Source: an optimization exercise on an open RTL-to-GDS flow (aim: small area). Production flows keep margins and buffers that such runs may drop. In this exercise RTL edits were held to simulation tests only and were not proved equivalent to the original.

### flow/config.mk
export PLATFORM = sky130hd
export DESIGN_NAME = fme_satd_8x8
export DESIGN_NICKNAME = fme_satd_8x8
export VERILOG_FILES = /design/flow/design.v
export SDC_FILE = /design/flow/constraint.sdc
export NUM_CORES = 4
export LEC_CHECK = 0
export CAP_MARGIN = 20
export CORE_MARGIN = 2
export CORE_UTILIZATION = 60
export CTS_BUF_LIST = sky130_fd_sc_hd__clkbuf_8
export CTS_CLUSTER_DIAMETER = 50
export CTS_CLUSTER_SIZE = 16
export SLEW_MARGIN = 20
### flow/constraint.sdc
create_clock -name core_clock -period 7.0 [get_ports {clk}]
set_input_delay 1.4000 -clock core_clock [delete_from_list [all_inputs] [get_ports {clk}]]
set_output_delay 1.4000 -clock core_clock [all_outputs]
set_load 0.01 [all_outputs]
### flow/design.v
`timescale 1ns/100ps
module satd_rca #(parameter W = 8) (
    input  [W-1:0] a,
    input  [W-1:0] b,
    input          ci,
    output [W-1:0] s
);
wire [W:0] c;
assign c[0] = ci;
genvar i;
generate
for (i = 0; i < W; i = i + 1) begin : bit_
    assign s[i]   = a[i] ^ b[i] ^ c[i];
    assign c[i+1] = (a[i] & b[i]) | (c[i] & (a[i] ^ b[i]));
end
endgenerate
endmodule
module satd_csa #(parameter W = 8) (
    input  [W-1:0] a,
    input  [W-1:0] b,
    input  [W-1:0] c,
    output [W-1:0] s,
    output [W-1:0] co
);
assign s  = a ^ b ^ c;
assign co = (a & b) | (c & (a ^ b));
endmodule
module fme_satd_8x8 (
    clk,
    rstn,
    cur_p0_i, cur_p1_i, cur_p2_i, cur_p3_i,
    cur_p4_i, cur_p5_i, cur_p6_i, cur_p7_i,
    sp0_i,    sp1_i,    sp2_i,    sp3_i,
    sp4_i,    sp5_i,    sp6_i,    sp7_i,
    sp_valid_i,
    satd_8x8_o,
    satd_8x8_valid_o
);
input                                 clk;
input                                 rstn;
input		[8-1  : 0] cur_p0_i, cur_p1_i, cur_p2_i, cur_p3_i;
input		[8-1  : 0] cur_p4_i, cur_p5_i, cur_p6_i, cur_p7_i;
input           [8-1  : 0] sp0_i,    sp1_i,    sp2_i,    sp3_i;
input           [8-1  : 0] sp4_i,    sp5_i,    sp6_i,    sp7_i;
input                                 sp_valid_i;
output          [17              : 0] satd_8x8_o;
output                                satd_8x8_valid_o;
reg  [2:0] cnt;           
reg        win;           
wire       adv = sp_valid_i | win;
always @(posedge clk or negedge rstn) begin
    if (~rstn) begin
        cnt <= 3'd0;
        win <= 1'b0;
    end else if (adv) begin
        cnt <= cnt + 3'd1;
        if (cnt == 3'd7) win <= sp_valid_i;
    end
end
reg        adv1;
reg  [1:0] cnt1;
reg  [2:0] load_d;        
reg  [3:0] done_d;        
always @(posedge clk) begin
    adv1   <= adv;
    cnt1   <= cnt[1:0];
    load_d <= {load_d[1:0], adv & (cnt == 3'd7)};
end
always @(posedge clk or negedge rstn) begin
    if (~rstn) done_d <= 4'd0;
    else       done_d <= {done_d[2:0], win & (cnt == 3'd6)};
end
assign satd_8x8_valid_o = done_d[3];
wire [8-1:0] cur [0:7];
wire [8-1:0] sp  [0:7];
assign cur[0] = cur_p0_i; assign cur[1] = cur_p1_i; assign cur[2] = cur_p2_i; assign cur[3] = cur_p3_i;
assign cur[4] = cur_p4_i; assign cur[5] = cur_p5_i; assign cur[6] = cur_p6_i; assign cur[7] = cur_p7_i;
assign sp[0]  = sp0_i;    assign sp[1]  = sp1_i;    assign sp[2]  = sp2_i;    assign sp[3]  = sp3_i;
assign sp[4]  = sp4_i;    assign sp[5]  = sp5_i;    assign sp[6]  = sp6_i;    assign sp[7]  = sp7_i;
reg  [9:0]  f1 [0:3][0:7];
reg  [10:0] f2 [0:1][0:7];
reg  [11:0] f3 [0:7];
reg  [9:0]  r1 [0:7];       
reg  [11:0] r2 [0:7];       
wire h1 = cnt[2];
wire h2 = cnt1[1];
wire h3 = cnt1[0];
genvar g;
generate
for (g = 0; g < 8; g = g + 1) begin : lane
    wire [8:0] x1;
    satd_rca #(9) u_d (.a({1'b0, cur[g]}), .b({1'b1, ~sp[g]}), .ci(1'b1), .s(x1));
    wire [9:0] x1e = {x1[8], x1};
    wire [9:0] o1, i1;
    satd_rca #(10) u_o1 (.a(f1[3][g]), .b(x1e & {10{h1}}),    .ci(1'b0), .s(o1));
    satd_rca #(10) u_i1 (.a(x1e),      .b(~f1[3][g] & {10{h1}}), .ci(h1), .s(i1));
    always @(posedge clk) begin
        if (adv) begin
            f1[0][g] <= i1;
            f1[1][g] <= f1[0][g];
            f1[2][g] <= f1[1][g];
            f1[3][g] <= f1[2][g];
        end
        r1[g] <= o1;
    end
    wire [10:0] x2e = {r1[g][9], r1[g]};
    wire [10:0] o2, i2;
    satd_rca #(11) u_o2 (.a(f2[1][g]), .b(x2e & {11{h2}}),    .ci(1'b0), .s(o2));
    satd_rca #(11) u_i2 (.a(x2e),      .b(~f2[1][g] & {11{h2}}), .ci(h2), .s(i2));
    always @(posedge clk) if (adv1) begin
        f2[0][g] <= i2;
        f2[1][g] <= f2[0][g];
    end
    wire [11:0] x3e = {o2[10], o2};
    wire [11:0] o3, i3;
    satd_rca #(12) u_o3 (.a(f3[g]), .b(x3e & {12{h3}}),    .ci(1'b0), .s(o3));
    satd_rca #(12) u_i3 (.a(x3e),   .b(~f3[g] & {12{h3}}), .ci(h3), .s(i3));
    always @(posedge clk) begin
        if (adv1) f3[g] <= i3;
        r2[g] <= o3;
    end
end
endgenerate
wire [12:0] a [0:7];
wire [13:0] b [0:7];
reg  [13:0] r3 [0:7];
generate
for (g = 0; g < 4; g = g + 1) begin : rs1
    satd_rca #(13) u_s (.a({r2[g][11], r2[g]}), .b({r2[g+4][11], r2[g+4]}),  .ci(1'b0), .s(a[g]));
    satd_rca #(13) u_d (.a({r2[g][11], r2[g]}), .b(~{r2[g+4][11], r2[g+4]}), .ci(1'b1), .s(a[g+4]));
end
for (g = 0; g < 4; g = g + 1) begin : rs2
    localparam integer I = (g < 2) ? g : g + 2;    
    wire [13:0] ae  = {a[I][12],   a[I]};
    wire [13:0] ae2 = {a[I+2][12], a[I+2]};
    satd_rca #(14) u_s (.a(ae), .b(ae2),  .ci(1'b0), .s(b[I]));
    satd_rca #(14) u_d (.a(ae), .b(~ae2), .ci(1'b1), .s(b[I+2]));
end
for (g = 0; g < 8; g = g + 1) begin : rr3
    always @(posedge clk) r3[g] <= b[g];
end
endgenerate
wire [12:0] mv [0:3];      
wire [3:0]  ms;            
generate
for (g = 0; g < 4; g = g + 1) begin : mx
    wire [13:0] p = r3[2*g];
    wire [13:0] q = r3[2*g+1];
    wire        same = ~(p[13] ^ q[13]);
    wire [13:0] qq = q ^ {14{same}};
    wire [14:0] c;                       
    assign c[0] = same;
    genvar k;
    for (k = 0; k < 14; k = k + 1) begin : ch
        assign c[k+1] = (p[k] & qq[k]) | (c[k] & (p[k] | qq[k]));
    end
    wire        selp = c[14] ^ p[13];
    wire [13:0] v = selp ? p : q;
    assign mv[g] = v[12:0] ^ {13{v[13]}};
    assign ms[g] = v[13];
end
endgenerate
wire        load = load_d[2];
reg  [15:0] accs, accc;
wire [15:0] sg = {accs[15:1] & {15{~load}}, accs[0] | load};
wire [15:0] cg = accc & {16{~load}};
wire [12:0] s1, k1;
satd_csa #(13) u_l1a (.a(mv[0]), .b(mv[1]), .c(mv[2]), .s(s1), .co(k1));
wire [15:0] s2, k2;
satd_csa #(16) u_l1b (.a({3'b000, mv[3]}), .b(sg), .c(cg), .s(s2), .co(k2));
wire [15:0] s3, k3;
satd_csa #(16) u_l2 (.a({3'b000, s1}), .b({2'b00, k1, ms[0]}), .c(s2), .s(s3), .co(k3));
wire [15:0] s4, k4;
satd_csa #(16) u_l3 (.a(s3), .b({k3[14:0], ms[1]}), .c({k2[14:0], ms[2]}), .s(s4), .co(k4));
always @(posedge clk) begin
    accs <= s4;
    accc <= {k4[14:0], ms[3]};
end
wire [15:0] acc = accs + accc;
assign satd_8x8_o = {3'b000, acc[15:1]};
endmodule
### flow/flow/run.sh
#!/bin/bash
# Own layout flow: the standard layout (standard.sh) with three changes.
#  1. After the standard synthesis (unchanged), the combinational logic is mapped again
#     (post.tcl): registers, full/half adders and tie cells are kept as synthesized.
#  2. Port buffers use the smallest buffer cell (buffer_ports -buffer_cell).
#  3. Clock tree synthesis without dummy loads, with config.mk's clustering settings.
# Each tool's output goes to its own log file in the work folder.
set -euo pipefail
W="$(cd "$(dirname "${BASH_SOURCE[0]}")/.." && pwd)"
cd "$W"
F="$W/flow"
PLAT="${FLOW_PLATFORM:-sky130hd}"
R="$W/orfs/results/$PLAT/fme_satd_8x8/base"
LIB="$FLOW_HOME/platforms/$PLAT/lib/sky130_fd_sc_hd__tt_025C_1v80.lib"
PORTBUF="BUFFER_PORTS_ARGS=-buffer_cell sky130_fd_sc_hd__buf_1"
# CTS as the standard flow runs it with config.mk's settings, without dummy loads
CTS="CTS_ARGS=-sink_clustering_enable -repair_clock_nets -sink_clustering_size 16 -sink_clustering_max_diameter 75 -buf_list sky130_fd_sc_hd__clkbuf_8 -dont_use_dummy_load"

# 1. the standard synthesis
bash standard.sh "$PORTBUF" "$R/1_2_yosys.v" > "$W/log_1_synth.log" 2>&1
cp "$R/1_2_yosys.v" "$W/standard_1_2_yosys.v"

# 2. map the combinational logic again
P="$W/post"
mkdir -p "$P"
python3 "$F/gen_models.py" "$LIB" "$P/models.v" \
    sky130_fd_sc_hd__fa_1,sky130_fd_sc_hd__fa_2,sky130_fd_sc_hd__fa_4,sky130_fd_sc_hd__ha_1,sky130_fd_sc_hd__ha_2,sky130_fd_sc_hd__ha_4 \
    > "$W/log_2_models.log" 2>&1
POST_LIB="$LIB" POST_MODELS="$P/models.v" POST_NET="$W/standard_1_2_yosys.v" \
POST_TOP="${FLOW_TOP:-fme_satd_8x8}" POST_DIR="$P" POST_PY="$F/polarity.py" \
POST_ABC="$F/abc_area.script" POST_OUT="$P/1_2_yosys.v" \
    yosys -c "$F/post.tcl" > "$W/log_2_post.log" 2>&1
cp "$P/1_2_yosys.v" "$R/1_2_yosys.v"

# 3. the rest of the standard layout
bash standard.sh "$PORTBUF" "$CTS" finish > "$W/log_3_layout.log" 2>&1
### flow/flow/abc_area.script
strash
dch
amap
topo
### flow/flow/gen_models.py
#!/usr/bin/env python3
"""Write Verilog models of the library's single-output combinational cells (from their
liberty functions), and list the cells left as black boxes."""
import re, sys
lib, out = sys.argv[1], sys.argv[2]
keep_bb = set(sys.argv[3].split(',')) if len(sys.argv) > 3 else set()
t = open(lib).read()
# split into cell groups
starts = [m for m in re.finditer(r'\n\s*cell\s*\(\s*"?([\w]+)"?\s*\)\s*\{', t)]
mods = []
for i, m in enumerate(starts):
    name = m.group(1)
    body = t[m.end(): starts[i + 1].start() if i + 1 < len(starts) else len(t)]
    if name in keep_bb:
        continue
    if re.search(r'\b(ff|latch|statetable|ff_bank|latch_bank)\s*\(', body):
        continue
    pins = re.findall(r'\n\s*pin\s*\(\s*"?(\w+)"?\s*\)\s*\{(.*?)\n\s{8}\}', body, re.S)
    ins, outs = [], []
    for pn, pb in pins:
        d = re.search(r'direction\s*:\s*"?(\w+)"?', pb)
        if not d:
            continue
        f = re.search(r'function\s*:\s*"([^"]*)"', pb)
        if d.group(1) == 'input':
            ins.append(pn)
        elif d.group(1) == 'output':
            outs.append((pn, f.group(1) if f else None))
    if len(outs) != 1 or outs[0][1] is None or not ins:
        continue
    pn, fn = outs[0]
    if 'VPWR' in fn or 'VGND' in fn:
        continue
    expr = fn.replace('!', '~').replace('+', '|')
    mods.append(f"module {name} ({', '.join(ins + [pn])});\n" +
                ''.join(f"  input {x};\n" for x in ins) +
                f"  output {pn};\n  assign {pn} = {expr};\nendmodule\n")
open(out, 'w').write('\n'.join(mods))
print(len(mods), 'models')
### flow/flow/polarity.py
#!/usr/bin/env python3
"""Choose, for each full-adder cell, whether to build it from inverted inputs (a full adder is
self-dual: FA(~a,~b,~c) = (~sum, ~cout)), so that fewer inverters sit between adder, flip-flop
and port pins. Works on a Yosys JSON netlist of generic gates plus library black boxes; a flipped
adder gets $_NOT_ cells on its inputs and outputs, which ABC then merges or cancels."""
import json, sys, collections, random
src, dst, top = sys.argv[1], sys.argv[2], sys.argv[3]
FA = {'sky130_fd_sc_hd__fa_1', 'sky130_fd_sc_hd__fa_2', 'sky130_fd_sc_hd__fa_4'}
d = json.load(open(src))
m = d['modules'][top]
cells = m['cells']
OUTP = {'SUM', 'COUT'}
# net -> driver (cell, pin) ; net -> loads
drv = {}
loads = collections.defaultdict(list)
for cn, c in cells.items():
    pd = c.get('port_directions', {})
    for p, bits in c['connections'].items():
        dirn = pd.get(p, 'input')
        for i, b in enumerate(bits):
            if isinstance(b, str):
                continue
            if dirn == 'output':
                drv[b] = (cn, p)
            else:
                loads[b].append((cn, p))
for pn, p in m['ports'].items():
    for b in p['bits']:
        if isinstance(b, str):
            continue
        if p['direction'] == 'input':
            drv[b] = ('$port', pn)
        else:
            loads[b].append(('$port', pn))

def kind(cn):
    if cn == '$port':
        return 'hard'
    t = cells[cn]['type']
    if t == '$_NOT_':
        return 'not'
    if t.startswith('$'):
        return 'soft'
    return 'hard'

fas = [cn for cn, c in cells.items() if c['type'] in FA]
# edges: trace each hard input pin back through NOT chains to its source net
# edge: (src_net, src_node or None, sink_node or None, parity)
edges = []
for cn, c in cells.items():
    if kind(cn) != 'hard':
        continue
    pd = c.get('port_directions', {})
    for p, bits in c['connections'].items():
        if pd.get(p, 'input') == 'output':
            continue
        for b in bits:
            if isinstance(b, str):
                continue
            par = 0
            n = b
            while n in drv and drv[n][0] != '$port' and kind(drv[n][0]) == 'not':
                n = cells[drv[n][0]]['connections']['A'][0]
                par ^= 1
                if isinstance(n, str):
                    break
            if isinstance(n, str) or n not in drv:
                continue
            sc, sp = drv[n]
            if sc != '$port' and kind(sc) != 'hard':
                continue
            edges.append((n, sc, cn, par))
# output ports
for pn, p in m['ports'].items():
    if p['direction'] != 'output':
        continue
    for b in p['bits']:
        if isinstance(b, str):
            continue
        par = 0
        n = b
        while n in drv and drv[n][0] != '$port' and kind(drv[n][0]) == 'not':
            n = cells[drv[n][0]]['connections']['A'][0]
            par ^= 1
            if isinstance(n, str):
                break
        if isinstance(n, str) or n not in drv:
            continue
        sc, sp = drv[n]
        if sc != '$port' and kind(sc) != 'hard':
            continue
        edges.append((n, sc, '$port', par))
faset = set(fas)
flip = {cn: 0 for cn in fas}
by_src = collections.defaultdict(list)
for e in edges:
    by_src[e[0]].append(e)
node_srcs = collections.defaultdict(set)
for e in edges:
    n, sc, sk, par = e
    if sc in faset:
        node_srcs[sc].add(n)
    if sk in faset:
        node_srcs[sk].add(n)

def fl(x):
    return flip.get(x, 0)

def src_cost(n):
    need = set()
    for (_, sc, sk, par) in by_src[n]:
        need.add(par ^ fl(sc) ^ fl(sk))
    return 1 if 1 in need else 0

def total():
    return sum(src_cost(n) for n in by_src)

before = total()
# carry chains: adders joined COUT -> CIN flip together
adj = collections.defaultdict(set)
for (n, sc, sk, par) in edges:
    if sc in faset and sk in faset and cells[sc]['connections'].get('COUT', [None])[0] == n \
            and (par ^ fl(sc) ^ fl(sk)) == 0:
        adj[sc].add(sk); adj[sk].add(sc)
group = {}
groups = []
for x in fas:
    if x in group:
        continue
    st = [x]; grp = []
    group[x] = len(groups)
    while st:
        y = st.pop(); grp.append(y)
        for z in adj[y]:
            if z not in group:
                group[z] = len(groups); st.append(z)
    groups.append(grp)
gsrcs = [set().union(*(node_srcs[x] for x in g)) for g in groups]
# neighbouring groups: share a source net
src_groups = collections.defaultdict(set)
for gi, ss in enumerate(gsrcs):
    for n in ss:
        src_groups[n].add(gi)
gnb = [set() for _ in groups]
for n, gs in src_groups.items():
    for gi in gs:
        gnb[gi] |= gs
for gi in range(len(groups)):
    gnb[gi].discard(gi)

def flip_groups(gl):
    for gi in gl:
        for x in groups[gi]:
            flip[x] ^= 1

def try_move(gl):
    srcs = set().union(*(gsrcs[gi] for gi in gl))
    old = sum(src_cost(n) for n in srcs)
    flip_groups(gl)
    new = sum(src_cost(n) for n in srcs)
    if new < old:
        return True
    flip_groups(gl)
    return False

def single_moves():
    ch = False
    for x in fas:
        srcs = node_srcs[x]
        old = sum(src_cost(n) for n in srcs)
        flip[x] ^= 1
        new = sum(src_cost(n) for n in srcs)
        if new < old:
            ch = True
        else:
            flip[x] ^= 1
    return ch

for rnd in range(30):
    changed = single_moves()
    for gi in range(len(groups)):
        if try_move([gi]):
            changed = True
    for gi in range(len(groups)):
        for gj in gnb[gi]:
            if gj > gi and try_move([gi, gj]):
                changed = True
    for gi in range(len(groups)):
        nb = sorted(gnb[gi])
        for a_ in range(len(nb)):
            for b_ in range(a_ + 1, len(nb)):
                if try_move([gi, nb[a_], nb[b_]]):
                    changed = True
    if not changed:
        break
after = total()
# rewrite flipped adders
nxt = [max([b for nn in m['netnames'].values() for b in nn['bits'] if not isinstance(b, str)] + [0]) + 1]
def newnet():
    nxt[0] += 1
    return nxt[0]
k = 0
def add_not(a, y):
    global k
    k += 1
    cells[f'$pol$not${k}'] = {'hide_name': 1, 'type': '$_NOT_', 'parameters': {}, 'attributes': {},
                              'port_directions': {'A': 'input', 'Y': 'output'},
                              'connections': {'A': [a], 'Y': [y]}}
nflip = 0
for x in fas:
    if not flip[x]:
        continue
    nflip += 1
    c = cells[x]
    for p in ('A', 'B', 'CIN'):
        a = c['connections'][p][0]
        y = newnet()
        if isinstance(a, str):
            y = '1' if a == '0' else '0' if a == '1' else a
        else:
            add_not(a, y)
        c['connections'][p] = [y]
    for p in ('SUM', 'COUT'):
        yo = c['connections'][p][0]
        if isinstance(yo, str):
            continue
        a = newnet()
        c['connections'][p] = [a]
        add_not(a, yo)
# collapse NOT(NOT(x)) -> x for loads that are cell pins
drv2 = {}
for cn, c in cells.items():
    pd = c.get('port_directions', {})
    for p, bits in c['connections'].items():
        if pd.get(p, 'input') == 'output':
            for b in bits:
                if not isinstance(b, str):
                    drv2[b] = cn
outbits = set(b for p in m['ports'].values() if p['direction'] == 'output' for b in p['bits'])
nfold = 0
for cn, c in list(cells.items()):
    if c['type'] != '$_NOT_':
        continue
    a = c['connections']['A'][0]
    n1 = drv2.get(a)
    if n1 is None or cells[n1]['type'] != '$_NOT_':
        continue
    s0 = cells[n1]['connections']['A'][0]
    y = c['connections']['Y'][0]
    if y in outbits:
        continue
    for cn2, c2 in cells.items():
        pd = c2.get('port_directions', {})
        for p, bits in c2['connections'].items():
            if pd.get(p, 'input') != 'output' and y in bits:
                c2['connections'][p] = [s0 if b == y else b for b in bits]
    nfold += 1
print('folded', nfold, 'double inverters')
json.dump({'creator': d.get('creator',''), 'modules': {top: m}}, open(dst, 'w'))
print(f'polarity: {len(fas)} adders, {len(edges)} edges, inverter estimate {before} -> {after}, flipped {nflip}')
### flow/flow/post.tcl
# Re-map the combinational logic of the standard synthesis netlist. Flip-flops, full and half
# adders and tie cells stay exactly as synthesized (same instances, names and cell types); every
# other cell is turned back into gates (models.v, from the library's functions), polarity.py
# chooses each full adder's polarity to save inverters, and ABC maps the gates again with an
# area-oriented script.
set lib $::env(POST_LIB)
yosys read_liberty -lib $lib
yosys read_verilog -overwrite $::env(POST_MODELS)
yosys read_verilog $::env(POST_NET)
yosys hierarchy -top $::env(POST_TOP)
yosys flatten
yosys proc
yosys opt_clean
yosys techmap
yosys opt -fast
yosys opt_clean -purge
yosys write_json $::env(POST_DIR)/pre.json
exec python3 $::env(POST_PY) $::env(POST_DIR)/pre.json $::env(POST_DIR)/post.json $::env(POST_TOP) >@ stdout
yosys delete $::env(POST_TOP)
yosys read_json $::env(POST_DIR)/post.json
yosys hierarchy -top $::env(POST_TOP)
yosys opt_clean
yosys abc -script $::env(POST_ABC) -liberty $lib -dont_use sky130_fd_sc_hd__probe_p_8 -dont_use sky130_fd_sc_hd__probec_p_8 -dont_use sky130_fd_sc_hd__lpflow_*
yosys opt_clean -purge
yosys hilomap -singleton -hicell sky130_fd_sc_hd__conb_1 HI -locell sky130_fd_sc_hd__conb_1 LO
yosys splitnets
yosys opt_clean -purge
yosys tee -o $::env(POST_DIR)/post_stat.txt stat -liberty $lib
yosys write_verilog -noattr -nohex -nodec $::env(POST_OUT)
### flow/standard.sh
#!/bin/bash
# synth_recipe.tcl (not shown) runs the flow's synth.tcl, then flattens the netlist and writes it again
# the make line also repeats each setting of config.mk as NAME=value (left out here)
make -C /OpenROAD-flow-scripts/flow DESIGN_CONFIG=/design/flow/config.mk WORK_HOME=/design/flow/orfs CLKGATE_MAP_FILE= SYNTH_SCRIPT=/design/flow/synth_recipe.tcl "${@:-finish}"
==> notes.md, run 1 <==
number of CTS-inserted buffers=69; Starting Density=0.604; crit-path max cell delay=0.48 ns; I/O pins=150; wire per inst=19.4 um; status=complete, no violations; htree depth=3; CTS tree=done; 1st-pass router iterations=9; clock slew at reported path FFs=0.11 ns; most frequent cells in the layout=751 x fa_1, 592 x edfxtp_1, 471 x nor2_1, 347 x clkinv_1, 320 x dfxtp_1; Hold Crit Class=register to register; Max Cap Viol=0; Fin Clk Skew=about 0.075 ns; uppermost layer routed=met4; CTS Buffer Depth=3; Critical Path Start=cnt1[1]; Routability Congestion=0.878; # nets final=4459; worst slew pin tran=1.05 ns; Critical Path Source Type=register; final setup vio count=0; DRT antenna net count=0; Max Fclk=151 MHz; PortBufs=146; fin. max-slew vios=0; Layout fillers=5787; root buf cell=clkbuf_8; Core Util, Final=0.646; crit path kind=register to register; chip width=between 200 and 300 um; clock sink count=922; Multi-input gate area=21800 um^2; Fin. Hold Viols=0; slowest CP cell=fa_1; drt via density=5.39; routed length on met1=40900 um; die footprint=approximately 82000 um^2; CP top delay family=adder cells; first-pass GRT wire length=146000 um; # Post-CTS Setup Buffers=0; post_cts resized=0; crit-path max FO=23; synthesized area=around 48000 um^2; routed length on met3=4210 um; final wirelength=88300 um; die height=286 um; final non-filler cell total=4560; Core Footprint=78700 um^2; WL met2=40900 um; worst path bufs/invs=1; CP Data Required Time=7.40 ns; Setup TNS Final=0 ns; antenna violations before repair=3; Remaining Overflow, GRT=0; routed via count=between 20000 and 25000; final period utilization=0.946; row count=103; Tmin final=6.62 ns; WP data arrival=around 7.0 ns; Final Hold Slack=around 0.35 ns; RSZ-0062 raised after global routing=no; Reg2Reg Launch Point=cnt1[1]; largest net degree at the start of global routing=~140; hpwl dp=68300 um; vias in the first global route=27100; Mean Syn Cell Area=roughly 15 um^2; DRC Markers=0; most frequent CP cell=fa_1; post-synthesis cell count=about 3200; hold_buf cts=0; placed cells=~4500; most common cell after layout, fill and taps aside=fa_1; synthesis warning total=13; DR iter-0 viols=about 1900; sequential cell area=~24000 um^2; Layout area overhead=7.01%; gr usage total=0.233; worst path cell trace=clkinv_8 -> nor2b_1 -> ha_1 -> fa_1 -> fa_1 -> fa_1 -> fa_1 -> fa_1 -> fa_1 -> fa_1 -> fa_1 -> fa_1 -> fa_1 -> fa_1 -> nor2_1 -> a21oi_1 -> nor2_1 -> a21oi_1; layout cells sized above 1=0.0388; Clk Latency, worst-skew pair=0.69 ns; CP endpoint kind=register; Worst slew margin=0.302; start point of the worst hold path=load_d[0]
## cell type report
| type | count | area share |
|---|---|---|
| multi-input combinational | 1960 | 0.429 |
| tap | 1050 | 0.0258 |
| sequential | 922 | 0.480 |
| inverter | 351 | 0.0265 |
| clock buffer | 69 | 0.0187 |
| timing repair buffer | 205 | 0.0200 |
| antenna | 3 | 0.000148 |
## layer usage
layer / vias up / global-route usage
li1: 11300 / -
met1: 12600 / 0.358
met2: 533 / 0.356
met3: 113 / 0.0333
met4: 0 / 0.0615
met5: - / 0
## worst reg2reg max path, cell delays in order (launching register included)
cell and delay (ns):
dfxtp_2 0.40, clkinv_8 0.16, nor2b_1 0.20, ha_1 0.26, fa_1 0.40, fa_1 0.46, fa_1 0.48, fa_1 0.47
fa_1 0.46, fa_1 0.47, fa_1 0.48, fa_1 0.46, fa_1 0.46, fa_1 0.46, fa_1 0.45, nor2_1 0.11
a21oi_1 0.06, nor2_1 0.09, a21oi_1 0.04
## flip-flops by register name, indices dropped and copies added (netlist names)
| name | cells |
|---|---|
| r1 | 80 |
| f3 | 96 |
| r2 | 96 |
| accc | 16 |
| load_d | 3 |
| f2 | 176 |
| done_d | 4 |
| adv1 | 1 |
| cnt | 3 |
| cnt1 | 2 |
| win | 1 |
| f1 | 320 |
| accs | 16 |
| r3 | 108 |
## path summary, 6_finish.rpt
kind,endpoint,slack [ns],cells after the start
max reg2reg,f3[6][11],0.38,18
min in group asynchronous,done_d[1],0.66,1
min,load_d[1],0.35,0
min reg2reg,load_d[1],0.35,0
max,f3[6][11],0.38,18
max in group asynchronous,done_d[3],6.02,1
## stage by stage
stage,instance area (um^2),worst slack [ns]
finish,50900,0.376
global route,50900,0.0580
detailed placement,49900,0.316
global placement,49900,0.371
floorplan,47600,0.0217
CTS,50900,0.315
==> run 2: changes to the inputs <==
==> flow/config.mk (replaced) <==
export PLATFORM = sky130hd
export DESIGN_NAME = fme_satd_8x8
export DESIGN_NICKNAME = fme_satd_8x8
export VERILOG_FILES = /design/flow/design.v
export SDC_FILE = /design/flow/constraint.sdc
export NUM_CORES = 4
export LEC_CHECK = 0
export CAP_MARGIN = 10
export CORE_MARGIN = 2
export CORE_UTILIZATION = 60
export SLEW_MARGIN = 10
==> notes.md, run 2 <==
Clk Latency, worst-skew pair=0.69 ns (about the same); clock sink count=922 (unchanged); worst slew pin tran=1.10 ns (+0.0513 ns); antenna violations before repair=3 (unchanged); number of CTS-inserted buffers=69 (unchanged); Regs by FF count=f1: 320 flops, f2: 176 flops, r3: 108 flops; CP endpoint kind=register; Routability Congestion=0.878 (unchanged); fin. max-slew vios=0 (unchanged); synthesis warning total=13 (unchanged); Core Util, Final=0.646 (about the same); routed via count=24600 (+0.061%); hold_buf cts=0 (unchanged); routed length on met3=4210 um (about the same); Layout area overhead=7.00% (about the same); DRT antenna net count=0 (unchanged); RSZ-0062 raised after global routing=no; Fin. Hold Viols=0 (unchanged); Worst slew margin=0.266 (-0.0366); Fin Clk Skew=0.0749 ns (+0.00000860 ns); # nets final=4459 (unchanged); gr usage total=0.233 (unchanged); synthesized area=47600 um^2 (unchanged); final wirelength=88300 um (about the same); die footprint=81500 um^2 (unchanged); most frequent cells in the layout=751 x fa_1, 592 x edfxtp_1, 471 x nor2_1, 347 x clkinv_1, 320 x dfxtp_1; post_cts resized=0 (unchanged); Finished Cell Area=50900 um^2 (about the same); slowest CP cell=fa_1; crit-path max cell delay=0.48 ns (about the same); first-pass GRT wire length=146000 um (unchanged); chip width=286 um (unchanged); Core Footprint=78700 um^2 (unchanged); WL met2=40900 um (about the same); PortBufs=146 (unchanged); clock slew at reported path FFs=0.11 ns (about the same); I/O pins=150 (unchanged); post-synthesis cell count=3234 (unchanged); Starting Density=0.604 (unchanged); CTS Buffer Depth=3 (unchanged); Tmin final=6.63 ns (+0.000937 ns); WP data arrival=7.02 ns (about the same); max reg flops=320 (unchanged); crit path kind=register to register; layout cells sized above 1=0.0385 (-0.000285); htree depth=3 (unchanged); final setup vio count=0 (unchanged); final period utilization=0.946 (about the same); drt via density=5.40 (about the same); Critical Path Source Type=register; worst path cell trace=clkinv_8 -> nor2b_1 -> ha_1 -> fa_1 -> fa_1 -> fa_1 -> fa_1 -> fa_1 -> fa_1 -> fa_1 -> fa_1 -> fa_1 -> fa_1 -> fa_1 -> nor2_1 -> a21oi_1 -> nor2_1 -> a21oi_1; DRC Markers=0 (unchanged); Reg with most FFs=f1; most frequent CP cell=fa_1; CP top delay family=adder cells; most common cell after layout, fill and taps aside=fa_1; Max Fclk=151 MHz (about the same); placed cells=4488 (unchanged); root buf cell=clkbuf_8; routed length on met1=40900 um (about the same); 1st-pass router iterations=8 (-1); crit-path max FO=23 (unchanged); DR iter-0 viols=1922 (+1.1%); Hold Crit Class=register to register; uppermost layer routed=met4; final non-filler cell total=4560 (unchanged); Remaining Overflow, GRT=0 (unchanged); Post-DP Area=49900 um^2 (unchanged); largest net degree at the start of global routing=137 (unchanged); Setup TNS Final=0 ns (unchanged); row count=103 (unchanged); wire per inst=19.4 um (about the same); hpwl dp=68300 um (unchanged); CTS tree=done; Max Cap Viol=0 (unchanged); die height=286 um (unchanged); CP Data Required Time=7.40 ns (about the same); vias in the first global route=27100 (unchanged); # Post-CTS Setup Buffers=0 (unchanged); status=complete, no violations; worst path bufs/invs=1 (unchanged); Mean Syn Cell Area=14.7 um^2 (unchanged)
-- run 2: cell type report --
type	count	area [um^2]
fillers	5788	27900
well taps	1050	1310
flip-flops and latches	922	24400
inverters	351	1350
multi-input cells	1960	21800
diodes	3	7.51
clock buffers	69	950
repair buffers	205	1020
-- run 2: per-stage QoR --
stage	hold WS (ns)	worst slack, ns
2_1_floorplan	0.310	0.0217
3_3_place_gp	0.332	0.371
3_5_place_dp	0.330	0.316
4_1_cts	0.361	0.315
5_1_grt	0.360	0.0580
6_report	0.347	0.375
-- run 2: worst paths after layout --
kind	from	endpoint	slack (ns)	cells past startpoint
worst min register to register	load_d[0]	load_d[1]	0.35	0
worst max register to register	cnt1[1]	f3[6][11]	0.37	18
min in group asynchronous	rstn	done_d[1]	0.66	1
max in group asynchronous	rstn	done_d[3]	6.02	1
worst min-delay path	load_d[0]	load_d[1]	0.35	0
worst max-delay path	cnt1[1]	f3[6][11]	0.37	18
-- run 2: metal layers --
metal  up-vias  GRT usage
met3       113     0.0333
met5         -          0
met4         0     0.0615
li1      11300          -
met1     12600      0.358
met2       534      0.356
==> run 3: changes to the inputs <==
--- a/flow/config.mk
+++ b/flow/config.mk
@@ -6,6 +6,6 @@
 export NUM_CORES = 4
 export LEC_CHECK = 0
-export CAP_MARGIN = 10
+export CAP_MARGIN = 20
 export CORE_MARGIN = 2
-export CORE_UTILIZATION = 60
-export SLEW_MARGIN = 10
+export CORE_UTILIZATION = 70
+export SLEW_MARGIN = 20
==> notes.md, run 3 <==
status=complete, no violations; wire per inst=19.7 um (+1.7%); Core Footprint=67200 um^2 (-15%); met3 Usage GRT=0.0405 (+0.00725); CTS Buffer Depth=3 (unchanged); Routability Congestion=0.911 (+3.7%); Fin. Hold Viols=0 (unchanged); Max Cap Viol=0 (unchanged); vias in the first global route=27300 (+0.64%); most frequent cells in the layout=751 x fa_1, 592 x edfxtp_1, 471 x nor2_1, 347 x clkinv_1, 320 x dfxtp_1; Setup TNS Final=0 ns (unchanged); Critical Path Source Type=register; Mean Syn Cell Area=14.7 um^2 (unchanged); grt met1 use=0.409 (+0.0510); hpwl dp=65800 um (-3.8%); clock slew at reported path FFs=0.10 ns (about the same); htree depth=3 (unchanged); Final Hold Slack=0.359 ns (+0.0119 ns); Regs by FF count=f1: 320 flops, f2: 176 flops, r3: 108 flops; final wirelength=86000 um (-2.5%); I/O pins=150 (unchanged); row count=95 (-7.8%); Starting Density=0.708 (+0.104); chip width=265 um (-7.3%); DRC Markers=0 (unchanged); DRT antenna net count=0 (unchanged); clock sink count=922 (unchanged); Fin Clk Skew=0.0356 ns (-0.0394 ns); Remaining Overflow, GRT=0 (unchanged); crit path kind=register to register; Reg2Reg Setup Slack=0.38 ns (about the same); RSZ-0062 raised after global routing=no; root buf cell=clkbuf_8; drt via density=5.68 (+5.3%); CP endpoint kind=register; layout cells sized above 1=0.0352 (-0.00329); routed via count=24800 (+0.86%); Layout area overhead=6.34%; 1st-pass router iterations=6 (-2); die footprint=70000 um^2 (-14%); Tmin final=6.62 ns (-0.00333 ns); final period utilization=0.946 (about the same); largest net degree at the start of global routing=180 (+31%); number of CTS-inserted buffers=67 (-2.9%); final setup vio count=0 (unchanged); die height=265 um (-7.3%); synthesis warning total=13 (unchanged); Clk Latency, worst-skew pair=0.69 ns (about the same); PortBufs=146 (unchanged); hold_buf cts=0 (unchanged); most common cell after layout, fill and taps aside=fa_1; Reg with most FFs=f1; met2 Use GR=0.413 (+0.0576); Hold Crit Class=register to register; max reg flops=320 (unchanged); antenna violations before repair=2 (-1); first-pass GRT wire length=143000 um (-1.9%); Most Crowded Layer GR=met2; post-synthesis cell count=3234 (unchanged); # nets final=4446 (-0.29%); CTS tree=done; worst slew pin tran=1.21 ns (+0.111 ns); Layout fillers=4160 (-28%); DR iter-0 viols=2260 (+18%); crit-path max FO=12 (-48%); CP Data Required Time=7.41 ns (about the same); synthesized area=47600 um^2 (unchanged); Max Fclk=151 MHz (about the same); fin. max-slew vios=0 (unchanged); WP data arrival=7.03 ns (about the same); gr usage total=0.266 (+0.0331); Worst slew margin=0.195 (-0.0703)
[run 3: path summary, 6_finish.rpt]
path | from | to | cells after the start
min reg2reg | done_d[2] | done_d[3] | 0
min | done_d[2] | done_d[3] | 0
max reg2reg | cnt1[1] | f3[6][11] | 18
max in group asynchronous | rstn | done_d[3] | 1
min in group asynchronous | rstn | cnt[2] | 1
max | cnt1[1] | f3[6][11] | 18
[run 3: layout make-up]
cell class                      count  area (um^2)  share of cell area
Sequential cell                   922        24400               0.483
Clock buffer                       67          922              0.0182
Multi-Input combinational cell   1960        21800               0.431
Timing Repair Buffer              192          935              0.0185
Timing Repair inverter              2         17.5            0.000346
Antenna cell                        2         5.00           0.0000990
Tap cell                          873         1090              0.0216
Inverter                          351         1350              0.0267
[run 3: timing repair]
item                       4_1_cts  5_1_grt
resized for setup                0        2
hold endpoints to repair         0        0
setup endpoints to repair        0        5
setup buffers                    0        1
[run 3: critical path: stages, from the launching register on]
cell and delay [ns]:
dfxtp_4 0.40, clkinv_8 0.15, nor2b_1 0.15, ha_1 0.26, fa_1 0.40, fa_1 0.46, fa_1 0.46, fa_1 0.46
fa_1 0.46, fa_1 0.46, fa_1 0.47, fa_1 0.47, fa_1 0.48, fa_1 0.48, fa_1 0.45, nor2_1 0.12
a21oi_1 0.06, nor2_1 0.10, a21oi_1 0.05
[run 3: per-stage QoR]
| stage | cells | util | setup slack [ns] | instance area [um^2] |
|---|---|---|---|---|
| after CTS | 4364 | 0.752 | 0.210 | 50500 |
| final | 4369 | 0.753 | 0.378 | 50600 |
| after detailed placement | 4297 | 0.739 | 0.230 | 49600 |
| after global placement | 4297 | 0.739 | 0.383 | 49600 |
| after global routing | 4369 | 0.753 | 0.0888 | 50600 |
| after floorplan | 3236 | - | 0.0217 | 47600 |
[run 3: per-layer routing]
layer | part of all wire | routed length, um
met5 | 0 | 0
met4 | 0.024 | 2070
met3 | 0.051 | 4350
met2 | 0.48 | 41100
met1 | 0.45 | 38600
==> run 4: changes to the inputs <==
--- a/flow/config.mk
+++ b/flow/config.mk
@@ -8,4 +8,5 @@
 export CAP_MARGIN = 20
 export CORE_MARGIN = 2
-export CORE_UTILIZATION = 70
+export CORE_UTILIZATION = 88
+export PLACE_DENSITY = 0.92
 export SLEW_MARGIN = 20
==> notes.md, run 4 <==
Routability Congestion=0.986 (+8.3%); Remaining Overflow, GRT=124; post-synthesis cell count=3234 (unchanged); htree depth=3 (unchanged); synthesis warning total=13 (unchanged); hpwl dp=87000 um (+32%); GR repair worst EP=r2[3][11]$_DFF_P_/D; Mean Syn Cell Area=14.7 um^2 (unchanged); hold_buf cts=0 (unchanged); CTS Buffer Depth=3 (unchanged); largest net degree at the start of global routing=143; row count=85 (-11%); PortBufs=146 (unchanged); synthesized area=47600 um^2 (unchanged); number of CTS-inserted buffers=67 (unchanged); I/O pins=150 (unchanged); stop err=[ERROR GRT-0232] Routing congestion too high. Check the congestion heatmap in the GUI.; status=did not finish; chip width=236 um (-11%); WEP type=register input; gr usage total=0.715; Starting Density=0.887 (+0.179); root buf cell=clkbuf_8; Last stage=global routing (5_1_grt); die height=236 um (-11%)
run 4: through the flow:
step	utilization	worst slack (ns)	cells	area (um^2)	TNS (ns)
after CTS	0.939	0.000592	4188	50400	0
after detailed placement	0.921	-0.0278	4116	49400	-0.0540
after global placement	0.921	0.436	4116	49400	0
after floorplan	-	0.0217	3236	47600	0
run 4: metal layers:
| metal | GRT usage | overflow |
|---|---|---|
| met5 | 0.181 | 0 |
| met2 | 0.916 | 60 |
| met3 | 0.500 | 1 |
| met1 | 0.737 | 1 |
| met4 | 0.712 | 62 |
run 4: what timing repair did:
item / in CTS
endpoints found under the setup margin: 9
cloned: 1
setup buffers: 4
resized for setup: 10
run 4: worst max-delay path by stage:
stage                     start   endpoint  slack [ns]  depth (start not counted)
CTS                     cnt1[1]  f3[4][11]      0.0006                         18
global placement    cur_p1_i[0]   f1[1][9]        0.44                         17
floorplan                cnt[2]   f1[1][9]        0.02                         15
detailed placement      cnt1[1]  f3[0][11]       -0.03                         18
==> run 5: changes to the inputs <==
--- a/flow/flow/run.sh
+++ b/flow/flow/run.sh
@@ -15,5 +15,5 @@
 PORTBUF="BUFFER_PORTS_ARGS=-buffer_cell sky130_fd_sc_hd__buf_1"
 # CTS as the standard flow runs it with config.mk's settings, without dummy loads
-CTS="CTS_ARGS=-sink_clustering_enable -repair_clock_nets -sink_clustering_size 16 -sink_clustering_max_diameter 75 -buf_list sky130_fd_sc_hd__clkbuf_8 -dont_use_dummy_load"
+CTS="CTS_ARGS=-sink_clustering_enable -repair_clock_nets -sink_clustering_size 19 -sink_clustering_max_diameter 75 -buf_list sky130_fd_sc_hd__clkbuf_8 -dont_use_dummy_load"
 
 # 1. the standard synthesis
--- a/flow/config.mk
+++ b/flow/config.mk
@@ -8,5 +8,4 @@
 export CAP_MARGIN = 20
 export CORE_MARGIN = 2
-export CORE_UTILIZATION = 88
-export PLACE_DENSITY = 0.92
+export CORE_UTILIZATION = 70
 export SLEW_MARGIN = 20
==> notes.md, run 5 <==
vias in the first global route=~27000; Setup TNS Final=0 ns; synthesized area=47600 um^2 (unchanged); CTS Buffer Depth=3 (unchanged); first-pass GRT wire length=143000 um; uppermost layer routed=met5; Final Hold Slack=0.356 ns; hpwl dp=65800 um (-24%); I/O pins=150 (unchanged); row count=95 (+12%); # nets final=approximately 4400; htree depth=2 (-1); clock slew at reported path FFs=~0.12 ns; number of CTS-inserted buffers=56 (-16%); Layout area overhead=6.02%; Hold Crit Depth=0; gr usage total=0.264; DRT antenna net count=0; most frequent cells in the layout=751 x fa_1, 592 x edfxtp_1, 471 x nor2_1, 347 x clkinv_1, 320 x dfxtp_1; chip width=265 um (+12%); 1st-pass router iterations=9; RSZ-0062 raised after global routing=no; CP Data Required Time=roughly 7.4 ns; crit-path max FO=12; Max Fclk=150 MHz; DRC Markers=0; PortBufs=146 (unchanged); Layout fillers=4175; max reg flops=320; WL met2=a little over 40000 um; antenna violations before repair=3; routed length on met1=38600 um; Core Footprint=~67000 um^2; Critical Path Source Type=register; status=complete, no violations; most common cell after layout, fill and taps aside=fa_1; Regs by FF count=f1: 320 flops, f2: 176 flops, r3: 108 flops; WP data arrival=7.07 ns; Hold Crit Class=register to register; wire per inst=19.7 um; CTS tree=done; final setup vio count=0; final wirelength=85800 um; drt via density=5.67; Remaining Overflow, GRT=0; Clk Latency, worst-skew pair=between 0.7 and 0.8 ns; die height=265 um (+12%); Worst slew margin=0.244; clock sink count=922; final period utilization=0.950; synthesis warning total=13 (unchanged); worst slew pin tran=1.13 ns; fin. max-slew vios=0; crit path kind=register to register; Fin Clk Skew=approximately 0.084 ns; post-synthesis cell count=3234 (unchanged); Routability Congestion=0.911 (-7.6%); root buf cell=clkbuf_8; Fin. Hold Viols=0; layout cells sized above 1=0.0322; routed via count=24700; largest net degree at the start of global routing=180; Max Cap Viol=0; Tmin final=roughly 6.7 ns; CP endpoint kind=register; die footprint=70000 um^2; Starting Density=0.708 (-0.179); DR iter-0 viols=2156; routed length on met3=4320 um; r2r worst-path depth=18; Reg with most FFs=f1; Mean Syn Cell Area=14.7 um^2 (unchanged)
## run 5: layout make-up
cell class / instances / area (um^2) / share of cell area
flip-flops and latches: 922 / 24400 / 0.485
clock buffers: 56 / 771 / 0.0153
multi-input cells: 1960 / 21800 / 0.433
inverters: 351 / 1350 / 0.0268
diodes: 1 / 2.50 / 0.0000496
well taps: 873 / 1090 / 0.0217
repair buffers: 192 / 935 / 0.0185
repair inverters: 2 / 17.5 / 0.000347
## run 5: worst paths after layout
kind / from / to / slack (ns)
setup / recovery: cnt1[1] / f3[6][11] / 0.35
setup reg to reg: cnt1[1] / f3[6][11] / 0.35
hold / removal: done_d[1] / done_d[2] / 0.36
max in group asynchronous: rstn / cnt[0] / 6.10
min in group asynchronous: rstn / done_d[2] / 0.59
hold reg to reg: done_d[1] / done_d[2] / 0.36
## run 5: worst max-delay path: stages (launching register included)
cell,delay (ns)
dfxtp_4,0.41
clkinv_8,0.14
nor2b_1,0.15
ha_1,0.26
fa_1,0.40
fa_1,0.46
fa_1,0.46
fa_1,0.46
fa_1,0.46
fa_1,0.46
fa_1,0.47
fa_1,0.47
fa_1,0.48
fa_1,0.47
fa_1,0.46
nor2_1,0.12
a21oi_1,0.06
nor2_1,0.10
a21oi_1,0.05
## run 5: through the flow
stage / instance area (um^2) / std cells / setup WS [ns] / utilization
after floorplan: 47600 / 3236 / 0.0217 / -
after global placement: 49600 / 4297 / 0.383 / 0.739
after detailed placement: 49600 / 4297 / 0.230 / 0.739
after CTS: 50400 / 4353 / 0.162 / 0.750
after global routing: 50400 / 4357 / 0.0914 / 0.751
final: 50400 / 4357 / 0.348 / 0.751
## run 5: metal layers
layer / vias to the layer above / track usage
li1: 11200 / -
met1: 12800 / 0.408
met2: 548 / 0.414
met3: 112 / 0.0372
met4: 4 / 0.0534
met5: - / 0
## run 5: repair_timing
item	4_1_cts	5_1_grt
hold buffers	0	0
setup buffers	0	1
endpoints found under the setup margin	0	6
gates resized for setup	0	2
==> run 6: changes to the inputs <==
--- a/flow/flow/run.sh
+++ b/flow/flow/run.sh
@@ -15,5 +15,5 @@
 PORTBUF="BUFFER_PORTS_ARGS=-buffer_cell sky130_fd_sc_hd__buf_1"
 # CTS as the standard flow runs it with config.mk's settings, without dummy loads
-CTS="CTS_ARGS=-sink_clustering_enable -repair_clock_nets -sink_clustering_size 19 -sink_clustering_max_diameter 75 -buf_list sky130_fd_sc_hd__clkbuf_8 -dont_use_dummy_load"
+CTS="CTS_ARGS=-sink_clustering_enable -repair_clock_nets -sink_clustering_size 16 -sink_clustering_max_diameter 50 -buf_list sky130_fd_sc_hd__clkbuf_8 -dont_use_dummy_load"
 
 # 1. the standard synthesis
--- a/flow/config.mk
+++ b/flow/config.mk
@@ -8,4 +8,7 @@
 export CAP_MARGIN = 20
 export CORE_MARGIN = 2
-export CORE_UTILIZATION = 70
+export CORE_UTILIZATION = 60
+export CTS_BUF_LIST = sky130_fd_sc_hd__clkbuf_8
+export CTS_CLUSTER_DIAMETER = 50
+export CTS_CLUSTER_SIZE = 16
 export SLEW_MARGIN = 20
==> notes.md, run 6 <==
Fin Clk Skew=0.0937 ns (+0.00937 ns); Remaining Overflow, GRT=0 (unchanged); WP data arrival=7.08 ns (about the same); number of CTS-inserted buffers=102 (+82%); post-synthesis cell count=3234 (unchanged); end of the worst register-to-register path=f3[2][11]; most frequent cells in the layout=751 x fa_1, 592 x edfxtp_1, 471 x nor2_1, 347 x clkinv_1, 320 x dfxtp_1; DR iter-0 viols=1907 (-12%); CTS Buffer Depth=3 (unchanged); largest net degree at the start of global routing=137 (-24%); status=complete, no violations; gr usage total=0.234 (-0.0304); # Post-CTS Setup Buffers=0 (unchanged); DRT antenna net count=0 (unchanged); # nets final=4492 (+1.3%); synthesized area=47600 um^2 (unchanged); final setup vio count=0 (unchanged); Regs by FF count=f1: 320 flops, f2: 176 flops, r3: 108 flops; Worst slew margin=0.304 (+0.0599); Layout area overhead=7.96%; crit path kind=register to register; routed via count=24900 (+0.74%); Tmin final=6.64 ns (-0.0162 ns); Hold Crit Class=register to register; most common cell after layout, fill and taps aside=fa_1; crit-path max FO=23 (+11); Post-DP Area=49900 um^2 (+0.63%); Max Cap Viol=0 (unchanged); htree depth=3 (+1); Reg2Reg Setup Slack=0.36 ns (+0.02 ns); clock sink count=922 (unchanged); start point of the worst hold path=load_d[0]; row count=103 (+8.4%); max reg flops=320 (unchanged); worst slew pin tran=1.04 ns (-0.0913 ns); vias in the first global route=27300 (+0.61%); Clk Latency, worst-skew pair=0.73 ns (about the same); die footprint=81500 um^2 (+16%); chip width=286 um (+7.9%); CTS tree=done; synthesis warning total=13 (unchanged); clock slew at reported path FFs=0.09 ns (-0.03 ns); Max Fclk=151 MHz (+0.24%); RSZ-0062 raised after global routing=no; final period utilization=0.948 (-0.00231); antenna violations before repair=4 (+1); die height=286 um (+7.9%); post_cts resized=0 (unchanged); first-pass GRT wire length=147000 um (+2.7%); fin. max-slew vios=0 (unchanged); 1st-pass router iterations=9 (unchanged); DRC Markers=0 (unchanged); Finished Cell Area=51300 um^2 (+1.8%); Routability Congestion=0.878 (-3.6%); CP endpoint kind=register; Mean Syn Cell Area=14.7 um^2 (unchanged); Critical Path Source Type=register; CP Data Required Time=7.45 ns (+0.03 ns); Core Footprint=78700 um^2 (+17%); drt via density=5.42 (-4.4%); Fin. Hold Viols=0 (unchanged); wire per inst=19.3 um (-1.9%); root buf cell=clkbuf_8; Reg with most FFs=f1; final wirelength=88700 um (+3.4%); Starting Density=0.604 (-0.104); layout cells sized above 1=0.0477 (+0.0156); I/O pins=150 (unchanged); hold_buf cts=0 (unchanged); Reg2Reg Launch Point=cnt1[1]; r2r worst-path depth=18 (unchanged); endpoint of the worst hold path=load_d[1]; hpwl dp=68300 um (+3.9%); Final Hold Slack=0.332 ns (-0.0247 ns); Setup TNS Final=0 ns (unchanged); PortBufs=146 (unchanged); Hold Crit Depth=0 (unchanged)
run 6: through the flow:
step	std cells	utilization	worst slack, ns
2_1_floorplan	3236	-	0.0217
3_3_place_gp	4488	0.634	0.371
3_5_place_dp	4488	0.634	0.316
4_1_cts	4590	0.652	0.286
5_1_grt	4592	0.652	0.0205
6_report	4592	0.652	0.364
run 6: how the worst max path moves through the flow:
stage / slack, ns / cells after the start / endpoint / from
final: 0.36 / 18 / f3[2][11] / cnt1[1]
after global routing: 0.02 / 18 / f3[2][11] / cnt1[1]
after CTS: 0.29 / 18 / f3[1][11] / cnt1[1]
after detailed placement: 0.32 / 15 / f1[5][9] / cur_p5_i[0]
after global placement: 0.37 / 17 / f1[1][9] / cur_p1_i[0]
after floorplan: 0.02 / 15 / f1[1][9] / cnt[2]
run 6: cell type report:
class | instances | area [um^2]
sequential | 922 | 24400
fill | 5740 | 27400
antenna | 2 | 5.00
tap | 1050 | 1310
multi-input combinational | 1960 | 21800
inverter | 351 | 1350
clock buffer | 102 | 1400
timing repair buffer | 205 | 1020
run 6: routing by layer:
layer	up-vias	GRT usage	routed length, um
met5	-	0	0
met4	0	0.0615	2070
met3	124	0.0420	5010
met2	571	0.354	41000
met1	12800	0.356	40600
li1	11400	-	-
run 6: critical path, cell delays in order (launching register included):
cell and delay (ns):
dfxtp_2 0.40, clkinv_8 0.17, nor2b_1 0.16, ha_1 0.26, fa_1 0.42, fa_1 0.46
fa_1 0.46, fa_1 0.46, fa_1 0.46, fa_1 0.47, fa_1 0.47, fa_1 0.47
fa_1 0.46, fa_1 0.46, fa_1 0.44, nor2_1 0.11, a21oi_1 0.06, nor2_1 0.10
a21oi_1 0.04
==> run 7: changes to the inputs <==
--- a/flow/flow/run.sh
+++ b/flow/flow/run.sh
@@ -4,5 +4,6 @@
 #     (post.tcl): registers, full/half adders and tie cells are kept as synthesized.
 #  2. Port buffers use the smallest buffer cell (buffer_ports -buffer_cell).
-#  3. Clock tree synthesis without dummy loads, with config.mk's clustering settings.
+#  3. Clock tree synthesis with clkbuf_8 buffers, sinks clustered by 16 within 75 um, and
+#     no dummy loads.
 # Each tool's output goes to its own log file in the work folder.
 set -euo pipefail
@@ -14,6 +15,6 @@
 LIB="$FLOW_HOME/platforms/$PLAT/lib/sky130_fd_sc_hd__tt_025C_1v80.lib"
 PORTBUF="BUFFER_PORTS_ARGS=-buffer_cell sky130_fd_sc_hd__buf_1"
-# CTS as the standard flow runs it with config.mk's settings, without dummy loads
-CTS="CTS_ARGS=-sink_clustering_enable -repair_clock_nets -sink_clustering_size 16 -sink_clustering_max_diameter 50 -buf_list sky130_fd_sc_hd__clkbuf_8 -dont_use_dummy_load"
+# CTS as the standard flow runs it, with these settings and without dummy loads
+CTS="CTS_ARGS=-sink_clustering_enable -repair_clock_nets -sink_clustering_size 16 -sink_clustering_max_diameter 75 -buf_list sky130_fd_sc_hd__clkbuf_8 -dont_use_dummy_load"
 
 # 1. the standard synthesis
==> flow/flow/abc_area.script (replaced) <==
strash
dc2
dch
amap
topo
--- a/flow/config.mk
+++ b/flow/config.mk
@@ -8,7 +8,4 @@
 export CAP_MARGIN = 20
 export CORE_MARGIN = 2
-export CORE_UTILIZATION = 60
-export CTS_BUF_LIST = sky130_fd_sc_hd__clkbuf_8
-export CTS_CLUSTER_DIAMETER = 50
-export CTS_CLUSTER_SIZE = 16
+export CORE_UTILIZATION = 70
 export SLEW_MARGIN = 20
==> notes.md, run 7 <==
Placement Setup Slack=0.212 ns (-0.104 ns); clock slew at reported path FFs=0.09 ns (about the same); hold_buf cts=0 (unchanged); Fin. Hold Viols=0 (unchanged); post-synthesis cell count=3247 (+0.40%); hpwl dp=66300 um (-3.0%); DRT antenna net count=0 (unchanged); Remaining Overflow, GRT=0 (unchanged); synthesized area=47600 um^2 (about the same); Clk Latency, worst-skew pair=0.70 ns (-0.03 ns); final setup vio count=0 (unchanged); layout cells sized above 1=0.0364 (-0.0113); fin. max-slew vios=0 (unchanged); Regs by FF count=f1: 320 flops, f2: 176 flops, r3: 108 flops; end of the worst register-to-register path=f3[5][11]; root buf cell=clkbuf_8; row count=95 (-7.8%); worst slew pin tran=1.11 ns (+0.0710 ns); Reg with most FFs=f1; Critical Path Source Type=register; Fin Clk Skew=0.0589 ns (-0.0348 ns); clock sink count=922 (unchanged); Core Footprint=67300 um^2 (-15%); Hold Crit Class=register to register; chip width=265 um (-7.3%); die height=265 um (-7.3%); Hold Crit Depth=0 (unchanged); routed via count=24700 (-0.48%); CP endpoint kind=register; crit-path max FO=19 (-17%); number of CTS-inserted buffers=69 (-32%); vias in the first global route=27200 (-0.53%); setup slack after layout=0.324 ns (-0.0402 ns); Routability Congestion=0.901 (+2.6%); DR iter-0 viols=1831 (-4.0%); crit path kind=register to register; # nets final=4464 (-0.62%); DRC Markers=0 (unchanged); synthesis warning total=13 (unchanged); Reg2Reg Setup Slack=0.32 ns (-0.04 ns); Finished Cell Area=50600 um^2 (-1.4%); CTS tree=done; die footprint=70100 um^2 (-14%); Setup TNS Final=0 ns (unchanged); Layout area overhead=6.40%; htree depth=3 (unchanged); status=complete, no violations; antenna violations before repair=2 (-2); r2r worst-path depth=18 (unchanged); start point of the worst hold path=load_d[1]; Mean Syn Cell Area=14.7 um^2 (-0.30%); CP Data Required Time=7.41 ns (-0.04 ns); endpoint of the worst hold path=load_d[2]; first-pass GRT wire length=142000 um (-2.9%); CTS Buffer Depth=3 (unchanged); PortBufs=146 (unchanged); most frequent cells in the layout=751 x fa_1, 592 x edfxtp_1, 505 x nor2_1, 333 x clkinv_1, 319 x dfxtp_1; WP data arrival=7.09 ns (about the same); Max Fclk=150 MHz (-0.60%); Worst slew margin=0.257 (-0.0464); Starting Density=0.708 (+0.104); Final Hold Slack=0.334 ns (+0.00188 ns); wire per inst=19.9 um (+3.0%); gr usage total=0.266 (+0.0326); final wirelength=87300 um (-1.6%); Max Cap Viol=0 (unchanged); I/O pins=150 (unchanged); Tmin final=6.68 ns (+0.0402 ns); most common cell after layout, fill and taps aside=fa_1; 1st-pass router iterations=7 (-2); max reg flops=320 (unchanged); drt via density=5.64 (+4.2%); final period utilization=0.954 (+0.00575); Reg2Reg Launch Point=cnt1[1]; Post-DP Area=49700 um^2 (-0.50%); largest net degree at the start of global routing=172 (+26%); RSZ-0062 raised after global routing=no
-- run 7: cell types whose count changed in the layout (fill, tap and decap cells not counted), sizes merged, moves of 6 or more --
cell    delta
nand2     -14
clkbuf    -33
buf        -9
a21oi     +15
o21a      +11
a22oi      -6
nor2      +34
clkinv    -14
o21ai      -6
o22ai     -18
-- run 7: worst max-delay path by stage --
stage / start / depth (start not counted) / endpoint / slack (ns)
finish: cnt1[1] / 18 / f3[5][11] / 0.32
detailed placement: cur_p3_i[0] / 17 / f1[3][9] / 0.21
global placement: cur_p0_i[0] / 17 / f1[0][9] / 0.42
floorplan: cnt[2] / 15 / f1[1][9] / 0.02
CTS: cnt1[1] / 18 / f3[5][11] / 0.20
global route: r3[0][13] / 29 / accs[11] / 0.01
-- run 7: per-layer routing --
metal | GRT usage | vias to the layer above | wire length [um]
met5 | 0 | - | 8
met4 | 0.0997 | 2 | 3560
met3 | 0.0436 | 159 | 5180
met2 | 0.415 | 608 | 41500
met1 | 0.389 | 12700 | 37000
li1 | - | 11300 | -
-- run 7: worst max-delay path, stage by stage, from the launching register on --
cell      delay, ns
dfxtp_4        0.40
clkinv_8       0.16
nor2b_1        0.18
ha_1           0.27
fa_1           0.41
fa_1           0.49
fa_1           0.49
fa_1           0.47
fa_1           0.48
fa_1           0.48
fa_1           0.46
fa_1           0.47
fa_1           0.46
fa_1           0.46
fa_1           0.45
nor2_1         0.11
a21oi_1        0.05
nand2_1        0.06
o21ai_0        0.07
-- run 7: repair_timing --
item                                    CTS  global route
endpoints found under the setup margin    0            11
buffers inserted                          0             1
gates resized for setup                   0             2
-- run 7: final cells by class --
class | instances | area [um^2]
fillers | 4182 | 16600
repair buffers | 196 | 948
inverters | 337 | 1300
flip-flops and latches | 922 | 24400
diodes | 1 | 2.50
clock buffers | 69 | 950
multi-input cells | 1987 | 21900
repair inverters | 1 | 8.76
well taps | 873 | 1090
-- run 7: metrics by stage --
step | cells | utilization
after floorplan | 3249 | -
after global placement | 4314 | 0.738
after CTS | 4383 | 0.752
after global routing | 4386 | 0.753
after detailed placement | 4314 | 0.738
final | 4386 | 0.753
==> run 8: changes to the inputs <==
==> flow/flow/abc_area.script (replaced) <==
strash
dch
amap
topo
==> notes.md, run 8 <==
Core Util, Final=0.753 (about the same); clock sink count=922 (unchanged); DRC Markers=0 (unchanged); htree depth=3 (unchanged); WP data arrival=7.03 ns (-0.06 ns); Layout area overhead=6.34% (about the same); Setup TNS Final=0 ns (unchanged); met3 Usage GRT=0.0405 (-0.00307); CP Data Required Time=7.41 ns (about the same); Routability Congestion=0.911 (+1.1%); antenna violations before repair=2 (unchanged); Tmin final=6.62 ns (-0.0543 ns); final setup vio count=0 (unchanged); # nets final=4446 (-0.40%); root buf cell=clkbuf_8; crit path kind=register to register; die footprint=70000 um^2 (about the same); max reg flops=320 (unchanged); crit-path max FO=12 (-7); Reg2Reg Setup Slack=0.38 ns (+0.05 ns); Clk Latency, worst-skew pair=0.69 ns (about the same); Post-DP Area=49600 um^2 (-0.13%); Layout fillers=4160 (-0.53%); chip width=265 um (about the same); most common cell after layout, fill and taps aside=fa_1; Reg with most FFs=f1; Worst slew margin=0.195 (-0.0619); CP endpoint kind=register; Critical Path Source Type=register; Max Cap Viol=0 (unchanged); Most Crowded Layer GR=met2; routed via count=24800 (+0.26%); vias in the first global route=27300 (+0.31%); synthesized area=47600 um^2 (about the same); fin. max-slew vios=0 (unchanged); status=complete, no violations; Hold Crit Class=register to register; Max Fclk=151 MHz (+0.82%); CTS tree=done; I/O pins=150 (unchanged); final period utilization=0.946 (-0.00776); worst slew pin tran=1.21 ns (+0.0929 ns); first-pass GRT wire length=143000 um (+0.56%); clock slew at reported path FFs=0.10 ns (about the same); RSZ-0062 raised after global routing=no; Fin Clk Skew=0.0356 ns (-0.0234 ns); DR iter-0 viols=2260 (+23%); Starting Density=0.708 (about the same); post-synthesis cell count=3234 (-0.40%); end of the worst register-to-register path=f3[6][11]; Core Footprint=67200 um^2 (-0.18%); Fin. Hold Viols=0 (unchanged); PortBufs=146 (unchanged); final wirelength=86000 um (-1.4%); met2 Use GR=0.413 (-0.00206); most frequent cells in the layout=751 x fa_1, 592 x edfxtp_1, 471 x nor2_1, 347 x clkinv_1, 320 x dfxtp_1; Finished Cell Area=50600 um^2 (-0.15%); DRT antenna net count=0 (unchanged); Critical Path Start=cnt1[1]; synthesis warning total=13 (unchanged); number of CTS-inserted buffers=67 (-2.9%); Reg2Reg Launch Point=cnt1[1]; 1st-pass router iterations=6 (-1); gr usage total=0.266 (-0.000521); Regs by FF count=f1: 320 flops, f2: 176 flops, r3: 108 flops; Multi-input gate area=21800 um^2 (-0.44%); Remaining Overflow, GRT=0 (unchanged); layout cells sized above 1=0.0352 (-0.00124); hold_buf cts=0 (unchanged); hpwl dp=65800 um (-0.78%); grt met1 use=0.409 (+0.0199); CTS Buffer Depth=3 (unchanged); r2r worst-path depth=18 (unchanged); Mean Syn Cell Area=14.7 um^2 (+0.30%); row count=95 (unchanged); die height=265 um (about the same); Worst setup endpoint=f3[6][11]; largest net degree at the start of global routing=180 (+4.7%); wire per inst=19.7 um (-1.0%); drt via density=5.68 (+0.65%); sequential cell area=24400 um^2 (about the same)
==> run 8: repair_timing <==
action | in CTS | in global routing
buffers inserted | 0 | 1
resized for setup | 0 | 2
setup endpoints to repair | 0 | 5
==> run 8: worst min path at each step <==
stage	startpoint	to	slack [ns]	depth (start not counted)
final	done_d[2]	done_d[3]	0.36	0
after floorplan	load_d[0]	load_d[1]	0.31	0
after detailed placement	done_d[2]	done_d[3]	0.34	0
after CTS	done_d[2]	done_d[3]	0.36	0
after global placement	done_d[2]	done_d[3]	0.33	0
after global routing	done_d[2]	done_d[3]	0.36	0
==> run 8: critical path, cell delays in order, from the launching register on <==
cell and delay, ns:
dfxtp_4 0.40, clkinv_8 0.15, nor2b_1 0.15, ha_1 0.26, fa_1 0.40, fa_1 0.46
fa_1 0.46, fa_1 0.46, fa_1 0.46, fa_1 0.46, fa_1 0.47, fa_1 0.47
fa_1 0.48, fa_1 0.48, fa_1 0.45, nor2_1 0.12, a21oi_1 0.06, nor2_1 0.10
a21oi_1 0.05
==> run 8: final cells by class <==
cell class / count / share of cell area
Antenna cell: 2 / 0.0000990
Clock buffer: 67 / 0.0182
Inverter: 351 / 0.0267
Multi-Input combinational cell: 1960 / 0.431
Sequential cell: 922 / 0.483
Tap cell: 873 / 0.0216
Timing Repair Buffer: 192 / 0.0185
Timing Repair inverter: 2 / 0.000346
==> run 8: per-stage QoR <==
| step | cells | hold WS, ns | setup WS, ns |
|---|---|---|---|
| 3_3_place_gp | 4297 | 0.332 | 0.383 |
| 5_1_grt | 4369 | 0.362 | 0.0888 |
| 2_1_floorplan | 3236 | 0.310 | 0.0217 |
| 6_report | 4369 | 0.359 | 0.378 |
| 3_5_place_dp | 4297 | 0.337 | 0.230 |
| 4_1_cts | 4364 | 0.359 | 0.210 |
==> run 8: per-layer routing <==
| layer | up-vias | share of wire |
|---|---|---|
| met3 | 137 | 0.051 |
| met5 | - | 0 |
| li1 | 11300 | - |
| met1 | 12800 | 0.45 |
| met4 | 0 | 0.024 |
| met2 | 603 | 0.48 |

-- what the ideal ports hide --
The results above use ideal ports. As a check the final layouts listed here were re-extracted and re-timed, cells and wires unchanged.
Step 1 assumes that a clkbuf_16 drives the clock port and a buf_2 every other input.
Step 2, shift: input delay + t, output delay - t, t = (earliest + latest rising clock arrival at the registers) / 2. This alone moves slack from input paths to output paths.
a / b / c = ideal / step 1 / step 2; a / b = the first two.
run | t (ns) | slack for setup (ns) | worst hold slack (ns) | latest minus earliest clock arrival (ns) | slew at the worst register clock pin (ns)
run 1 | 0.722 | 0.376 / 0.376 / 0.344 | 0.347 / 0.347 / 0.347 | 0.085 / 0.085 | 0.11 / 0.11
run 2 | 0.722 | 0.375 / 0.375 / 0.344 | 0.347 / 0.347 / 0.347 | 0.085 / 0.085 | 0.11 / 0.11
run 3 | 0.738 | 0.378 / 0.378 / 0.355 | 0.359 / 0.359 / 0.359 | 0.039 / 0.039 | 0.11 / 0.11
run 5 | 0.749 | 0.348 / 0.348 / 0.348 | 0.356 / 0.356 / 0.356 | 0.085 / 0.084 | 0.12 / 0.12
run 6 | 0.754 | 0.364 / 0.364 / 0.320 | 0.332 / 0.332 / 0.332 | 0.100 / 0.100 | 0.10 / 0.10
run 7 | 0.730 | 0.324 / 0.324 / 0.283 | 0.334 / 0.334 / 0.334 | 0.075 / 0.075 | 0.11 / 0.11
run 8 | 0.738 | 0.378 / 0.378 / 0.355 | 0.359 / 0.359 / 0.359 | 0.039 / 0.039 | 0.11 / 0.11
After both steps setup and hold are still met in every run listed. For run 6, which loses most, drivers alone change the setup slack by 0.000 ns; drivers and shift together by -0.044 ns.
